Source: an optimization exercise on an open RTL-to-GDS flow (aim: small area, a short achievable clock period and few clock cycles per item). Production flows keep margins and buffers that such runs may drop.
Where RTL was checked, it was by simulation tests only, not by an equivalence proof against the original.
Power and IR drop assume default switching activity.

Design divider, start of the top module:
module divider(quotient, remainder, done, divisor, dividend, start, clk, rst);
    output reg [31:0] quotient, remainder;
    input [31:0] divisor, dividend;
    input start, clk, rst;
    output done;
    reg        busy, align;
    reg [4:0]  sh;       
    reg [31:0] B;        
    function [4:0] lzc;
        input [31:0] x;
        reg [15:0] v0; reg [15:0] z0;
        reg [7:0]  v1; reg [15:0] z1;
        reg [3:0]  v2; reg [11:0] z2;
        reg [1:0]  v3; reg [7:0]  z3;
        integer i;
        begin
            for (i = 0; i < 16; i = i + 1) begin
                v0[i] = x[2*i+1] | x[2*i];
                z0[i] = ~x[2*i+1];
            end
            for (i = 0; i < 8; i = i + 1) begin
                v1[i] = v0[2*i+1] | v0[2*i];
                z1[2*i +: 2] = v0[2*i+1] ? {1'b0, z0[2*i+1]} : {1'b1, z0[2*i]};
            end
            for (i = 0; i < 4; i = i + 1) begin
                v2[i] = v1[2*i+1] | v1[2*i];
                z2[3*i +: 3] = v1[2*i+1] ? {1'b0, z1[4*i+2 +: 2]} : {1'b1, z1[4*i +: 2]};
            end
            for (i = 0; i < 2; i = i + 1) begin
                v3[i] = v2[2*i+1] | v2[2*i];
                z3[4*i +: 4] = v2[2*i+1] ? {1'b0, z2[6*i+3 +: 3]} : {1'b1, z2[6*i +: 3]};
            end
            lzc = v3[1] ? {1'b0, z3[7:4]} : {1'b1, z3[3:0]};
        end
    endfunction
    function [31:0] smear;
        input [31:0] x;
        integer i;
        begin
            smear = x;
            for (i = 1; i < 32; i = i * 2)
                smear = smear | (smear >> i);
        end
    endfunction
    wire [4:0] za = lzc(dividend);
    wire [4:0] zb = lzc(divisor);
    wire       quick = (|(divisor & ~smear(dividend))) | ~(|divisor);
    wire [32:0] diff = {1'b0, remainder} - {1'b0, B};
    wire        qbit = ~diff[32];
    assign done = ~busy;
    always_ff @(posedge clk, negedge rst) begin
        if (~rst) begin
            busy <= 1'b0;
            align <= 1'b0;
        end else if (busy) begin
            align <= 1'b0;
  ...
For scale: roughly 100 flip-flops, roughly 130 I/O pins.
clock: 5.0 ns
lec_check: 0
cap_margin: 20
core_margin: 2
core_utilization: 40
place_density: 0.6
setup_slack_margin: 2.0
slew_margin: 20
buffer_ports_args: -buffer_cell sky130_fd_sc_hd__buf_1
standard.sh (not shown) runs the stock make flow with config.mk's settings and CLKGATE_MAP_FILE= SYNTH_SCRIPT=/design/flow/synth_recipe.tcl, a recipe that flattens the netlist after the stock synthesis.
==> flow/flow/run.sh <==
#!/bin/bash
# Own layout flow: the standard synthesis unchanged, then the standard ORFS
# steps with a few extra ORFS settings (flow/extra.mk) appended to config.mk
# after synthesis, so that synthesis is exactly the standard flow's.
set -euo pipefail
here="$(pwd)"
bash standard.sh synth > "$here/log_synth.txt" 2>&1
cat flow/extra.mk >> config.mk
bash standard.sh > "$here/log_layout.txt" 2>&1
==> flow/flow/extra.mk <==
export BUFFER_PORTS_ARGS = -buffer_cell sky130_fd_sc_hd__buf_1
The first run completed with no timing, DRC or antenna violations.
Testbench counts at the start, summed over its fixed seeds: cycles 15,180, items 2,048.
Next try:
==> flow/run.sh (new file) <==
#!/bin/bash
# synth_recipe.tcl (not shown) runs the flow's synth.tcl, then flattens the netlist and writes it again
# the make line also repeats each setting of config.mk as NAME=value (left out here)
make -C /OpenROAD-flow-scripts/flow DESIGN_CONFIG=/design/flow/config.mk WORK_HOME=/design/flow/orfs CLKGATE_MAP_FILE= SYNTH_SCRIPT=/design/flow/synth_recipe.tcl finish
Settings changed: BUFFER_PORTS_ARGS -buffer_cell sky130_fd_sc_hd__buf_1 to not set, SETUP_SLACK_MARGIN 2.0 to 1.5.
removed: flow/flow/run.sh
removed: flow/flow/extra.mk
removed: flow/standard.sh
What happened: Hold slack improved by 160 ps; worst setup slack degrades by 110 ps; routed wire length climbs by 1.3%; via count went up by 0.92%; cell area rose by 5.0%; area after synthesis is unchanged.
Next try:
==> flow/flow/run.sh (new file) <==
#!/bin/bash
# Own layout flow: the standard synthesis unchanged, then the standard ORFS
# steps with a few extra ORFS settings (flow/extra.mk) appended to config.mk
# after synthesis, so that synthesis is exactly the standard flow's.
set -euo pipefail
here="$(pwd)"
bash standard.sh synth > "$here/log_synth.txt" 2>&1
cat flow/extra.mk >> config.mk
bash standard.sh > "$here/log_layout.txt" 2>&1
==> flow/flow/extra.mk (new file) <==
export BUFFER_PORTS_ARGS = -buffer_cell sky130_fd_sc_hd__buf_1
export RECOVER_POWER = 100
==> flow/standard.sh (new file) <==
#!/bin/bash
# synth_recipe.tcl (not shown) runs the flow's synth.tcl, then flattens the netlist and writes it again
# the make line also repeats each setting of config.mk as NAME=value (left out here)
make -C /OpenROAD-flow-scripts/flow DESIGN_CONFIG=/design/flow/config.mk WORK_HOME=/design/flow/orfs CLKGATE_MAP_FILE= SYNTH_SCRIPT=/design/flow/synth_recipe.tcl "${@:-finish}"
Settings changed: BUFFER_PORTS_ARGS set to -buffer_cell sky130_fd_sc_hd__buf_1, RECOVER_POWER set to 100.
removed: flow/run.sh
After rerunning: With this change the flow produced a layout that fails on max-capacitance violations, max-slew violations. Critical path depth does not change. Maximum frequency fell by about a fifth. Non-clock buffer count fell by 18. Cell count shrinks slightly. Die area does not change. Design area falls by roughly a tenth. Synthesized area is unchanged. Flip-flop and latch count is unchanged. Worst setup slack gets worse by 620 ps. Via count is lower by a few percent. Global-route usage is lower by 1.0 points.
Next try:
==> flow/flow/extra.mk (replaced) <==
export BUFFER_PORTS_ARGS = -buffer_cell sky130_fd_sc_hd__buf_1
Settings changed: RECOVER_POWER 100 to not set.
=>
- Now the flow ran to the end with no violations
- wire length hardly moves
- synthesized cell count is unchanged
- worst setup slack improved by 600 ps
- count of clock-buffer cells in the layout stays the same
- utilization rises by 0.25 points
- total power went up by about 0.6%
- fmax went up by 17%
- sequential power is about the same
- clock power hardly moves
Next try:
==> flow/flow/extra.mk (replaced) <==
export BUFFER_PORTS_ARGS = -buffer_cell sky130_fd_sc_hd__buf_2
Settings changed: BUFFER_PORTS_ARGS -buffer_cell sky130_fd_sc_hd__buf_1 to -buffer_cell sky130_fd_sc_hd__buf_2.
Effect: The changed run completed without violations; cell area came out higher by 2.6%; count of clock-buffer cells in the layout is unchanged; first-iteration DRC count shrinks by 13%; sequential share of layout area decreases by 0.73 points; critical path depth went up by 4; utilization rose by 1.2 points; maximum frequency climbs by 1.7%; clock skew stays flat; power rose by 2.1%.
Next try:
==> flow/run.sh (new file) <==
#!/bin/bash
# synth_recipe.tcl (not shown) runs the flow's synth.tcl, then flattens the netlist and writes it again
# the make line also repeats each setting of config.mk as NAME=value (left out here)
make -C /OpenROAD-flow-scripts/flow DESIGN_CONFIG=/design/flow/config.mk WORK_HOME=/design/flow/orfs CLKGATE_MAP_FILE= SYNTH_SCRIPT=/design/flow/synth_recipe.tcl finish
Settings changed: BUFFER_PORTS_ARGS -buffer_cell sky130_fd_sc_hd__buf_2 to not set, SETUP_SLACK_MARGIN 1.5 to not set.
removed: flow/flow/run.sh
removed: flow/flow/extra.mk
removed: flow/standard.sh
- The changed run completed with no timing, DRC or antenna violations
- cell area came out higher by 2.9%
- count of clock-buffer cells in the layout stays the same
- routed wire length came out higher by 1.3%
- setup slack got worse by 710 ps


The RTL this note starts from:
==> flow/design.v <==
module divider(quotient, remainder, done, divisor, dividend, start, clk, rst);
    output reg [31:0] quotient, remainder;
    input [31:0] divisor, dividend;
    input start, clk, rst;
    output done;
    reg        busy, idle, align;
    reg [4:0]  dt, dg;   
    reg [4:0]  sh;       
    reg [31:0] NB;       
    function [4:0] lzc;
        input [31:0] x;
        reg [15:0] v0; reg [15:0] z0;
        reg [7:0]  v1; reg [15:0] z1;
        reg [3:0]  v2; reg [11:0] z2;
        reg [1:0]  v3; reg [7:0]  z3;
        integer i;
        begin
            for (i = 0; i < 16; i = i + 1) begin
                v0[i] = x[2*i+1] | x[2*i];
                z0[i] = ~x[2*i+1];
            end
            for (i = 0; i < 8; i = i + 1) begin
                v1[i] = v0[2*i+1] | v0[2*i];
                z1[2*i +: 2] = v0[2*i+1] ? {1'b0, z0[2*i+1]} : {1'b1, z0[2*i]};
            end
            for (i = 0; i < 4; i = i + 1) begin
                v2[i] = v1[2*i+1] | v1[2*i];
                z2[3*i +: 3] = v1[2*i+1] ? {1'b0, z1[4*i+2 +: 2]} : {1'b1, z1[4*i +: 2]};
            end
            for (i = 0; i < 2; i = i + 1) begin
                v3[i] = v2[2*i+1] | v2[2*i];
                z3[4*i +: 4] = v2[2*i+1] ? {1'b0, z2[6*i+3 +: 3]} : {1'b1, z2[6*i +: 3]};
            end
            lzc = v3[1] ? {1'b0, z3[7:4]} : {1'b1, z3[3:0]};
        end
    endfunction
    function [31:0] smear;
        input [31:0] x;
        integer i;
        begin
            smear = x;
            for (i = 1; i < 32; i = i * 2)
                smear = smear | (smear >> i);
        end
    endfunction
    wire quick = (|(divisor & ~smear(dividend))) | ~(|divisor);
    wire [4:0] bw;                       
    assign bw[0] = 1'b0;
    assign bw[1] = dg[0];
    assign bw[2] = dg[1] | (~dt[1] & dg[0]);
    assign bw[3] = dg[2] | (~dt[2] & dg[1]) | (~dt[2] & ~dt[1] & dg[0]);
    assign bw[4] = dg[3] | (~dt[3] & dg[2]) | (~dt[3] & ~dt[2] & dg[1])
                 | (~dt[3] & ~dt[2] & ~dt[1] & dg[0]);
    wire [4:0] s = dt ^ bw;
    wire [31:0] B1 = s[0] ? {NB[30:0], 1'b1} : NB;
    wire [31:0] B2 = s[1] ? {B1[29:0], 2'b11} : B1;
    wire [31:0] B4 = s[2] ? {B2[27:0], 4'hf} : B2;
    wire [31:0] B8 = s[3] ? {B4[23:0], 8'hff} : B4;
    wire [31:0] Ba = s[4] ? {B8[15:0], 16'hffff} : B8;
    wire [32:0] diff = {1'b0, remainder} - {1'b0, ~NB};
    wire        qbit = ~diff[32];
    wire busy_n = busy ? (align | (sh != 5'd0)) : (start & ~quick);
    assign done = idle;
    always_ff @(posedge clk, negedge rst) begin
        if (~rst) begin
            busy <= 1'b0;
            idle <= 1'b1;
            align <= 1'b0;
        end else begin
            busy <= busy_n;
            idle <= ~busy_n;
            align <= ~busy & start & ~quick;
        end
    end
    always_ff @(posedge clk) begin
        dt <= lzc(divisor) ^ lzc(dividend);      
        dg <= ~lzc(divisor) & lzc(dividend);
        if (busy) begin
            if (align) begin
                NB <= Ba;
                sh <= s;
            end else begin
                NB <= {1'b1, NB[31:1]};
                sh <= sh - 5'd1;
                quotient <= {quotient[30:0], qbit};
                if (qbit) remainder <= diff[31:0];
            end
        end else begin
            NB <= ~divisor;
            if (start) begin
                quotient <= 32'd0;
                remainder <= dividend;
            end
        end
    end
endmodule
==> flow/config.mk <==
export PLATFORM = sky130hd
export DESIGN_NAME = divider
export DESIGN_NICKNAME = divider
export VERILOG_FILES = /design/flow/design.v
export SDC_FILE = /design/flow/constraint.sdc
export NUM_CORES = 4
export LEC_CHECK = 0
export ABC_AREA = 1
export CAP_MARGIN = 20
export CORE_MARGIN = 2
export CORE_UTILIZATION = 40
export CTS_BUF_LIST = sky130_fd_sc_hd__clkbuf_8
export PLACE_DENSITY = 0.6
export SETUP_SLACK_MARGIN = 2.55
export SLEW_MARGIN = 20
export BUFFER_PORTS_ARGS = -buffer_cell sky130_fd_sc_hd__buf_1
==> flow/constraint.sdc <==
create_clock -name core_clock -period 5.0 [get_ports {clk}]
set_input_delay 1.0000 -clock core_clock [delete_from_list [all_inputs] [get_ports {clk}]]
set_output_delay 1.0000 -clock core_clock [all_outputs]
set_load 0.01 [all_outputs]
==> flow/flow/run.sh <==
#!/bin/bash
# Own layout flow: the standard synthesis unchanged, then the standard ORFS
# steps with a few extra ORFS settings (flow/extra.mk) appended to config.mk
# after synthesis, so that synthesis is exactly the standard flow's.
set -euo pipefail
here="$(pwd)"
bash standard.sh synth > "$here/log_synth.txt" 2>&1
cat flow/extra.mk >> config.mk
bash standard.sh > "$here/log_layout.txt" 2>&1
==> flow/flow/extra.mk <==
export BUFFER_PORTS_ARGS = -buffer_cell sky130_fd_sc_hd__buf_1
Rerun with:
--- a/flow/config.mk
+++ b/flow/config.mk
@@ -14 +14 @@
-export SETUP_SLACK_MARGIN = 2.55
+export SETUP_SLACK_MARGIN = 2.65
- area after synthesis is unchanged
- synthesized cell count is unchanged
- via count rose by 0.39%
- setup slack is better by 0.065 ns
- routed wire length rose by 1.9%
- register-to-register slack is better by 0.06 ns
- design area rose by 3.0%
- power rose by 4.3%
- flip-flop and latch count does not change
Rerun with:
--- a/flow/config.mk
+++ b/flow/config.mk
@@ -14 +14 @@
-export SETUP_SLACK_MARGIN = 2.65
+export SETUP_SLACK_MARGIN = 2.5
Via count drops by about 0.9%.
Worst setup slack is worse by 0.048 ns.
Worst hold slack is worse by 0.011 ns.
Cell area drops by 3.4%.
No functional check of the RTL was part of any run of this note.

## what the ideal ports hide
No port has a modelled driver above. Below, the same layouts with a new extraction and two added sets of constraints.
Step 1 sets driving cells, clkbuf_16 on the clock port and buf_2 on the other inputs (assumed; they add their load-dependent delay and slew).
Step 2 also shifts input and output timing later by t, the mid clock arrival at the registers, as if the neighbouring blocks saw the same clock.
Slacks: ideal / step 1 / step 2; pairs: ideal / step 1.
| run | t, ns | slack for setup (ns) | slew at the worst register clock pin (ns) | worst data-port slew with drivers (ns) | pins driven straight from the clock port |
|---|---|---|---|---|---|
| the first run of note 1 | 0.410 | 1.678 / 1.658 / 1.248 | 0.09 / 0.09 | 0.07 | 1 |
| the second run of note 1 | 0.407 | 1.571 / 1.592 / 1.184 | 0.09 / 0.09 | 0.07 | 1 |
| the third run of note 1 | 0.416 | 0.946 / 0.946 / 0.946 | 0.09 / 0.09 | 0.08 | 1 |
| the fourth run of note 1 | 0.416 | 1.544 / 1.571 / 1.154 | 0.09 / 0.09 | 0.09 | 1 |
| the fifth run of note 1 | 0.412 | 1.603 / 1.593 / 1.181 | 0.09 / 0.09 | 0.06 | 1 |
| the sixth run of note 1 | 0.408 | 0.892 / 0.918 / 0.510 | 0.09 / 0.09 | 0.07 | 1 |
| the first run of note 2 | 0.492 | 2.613 / 2.613 / 2.209 | 0.09 / 0.09 | 0.06 | 1 |
| the second run of note 2 | 0.493 | 2.678 / 2.678 / 2.258 | 0.09 / 0.09 | 0.06 | 1 |
| the third run of note 2 | 0.510 | 2.630 / 2.630 / 2.139 | 0.10 / 0.10 | 0.07 | 1 |
For the third run of note 2, which loses most, drivers alone change the setup slack by 0.000 ns; drivers and shift together by -0.491 ns.
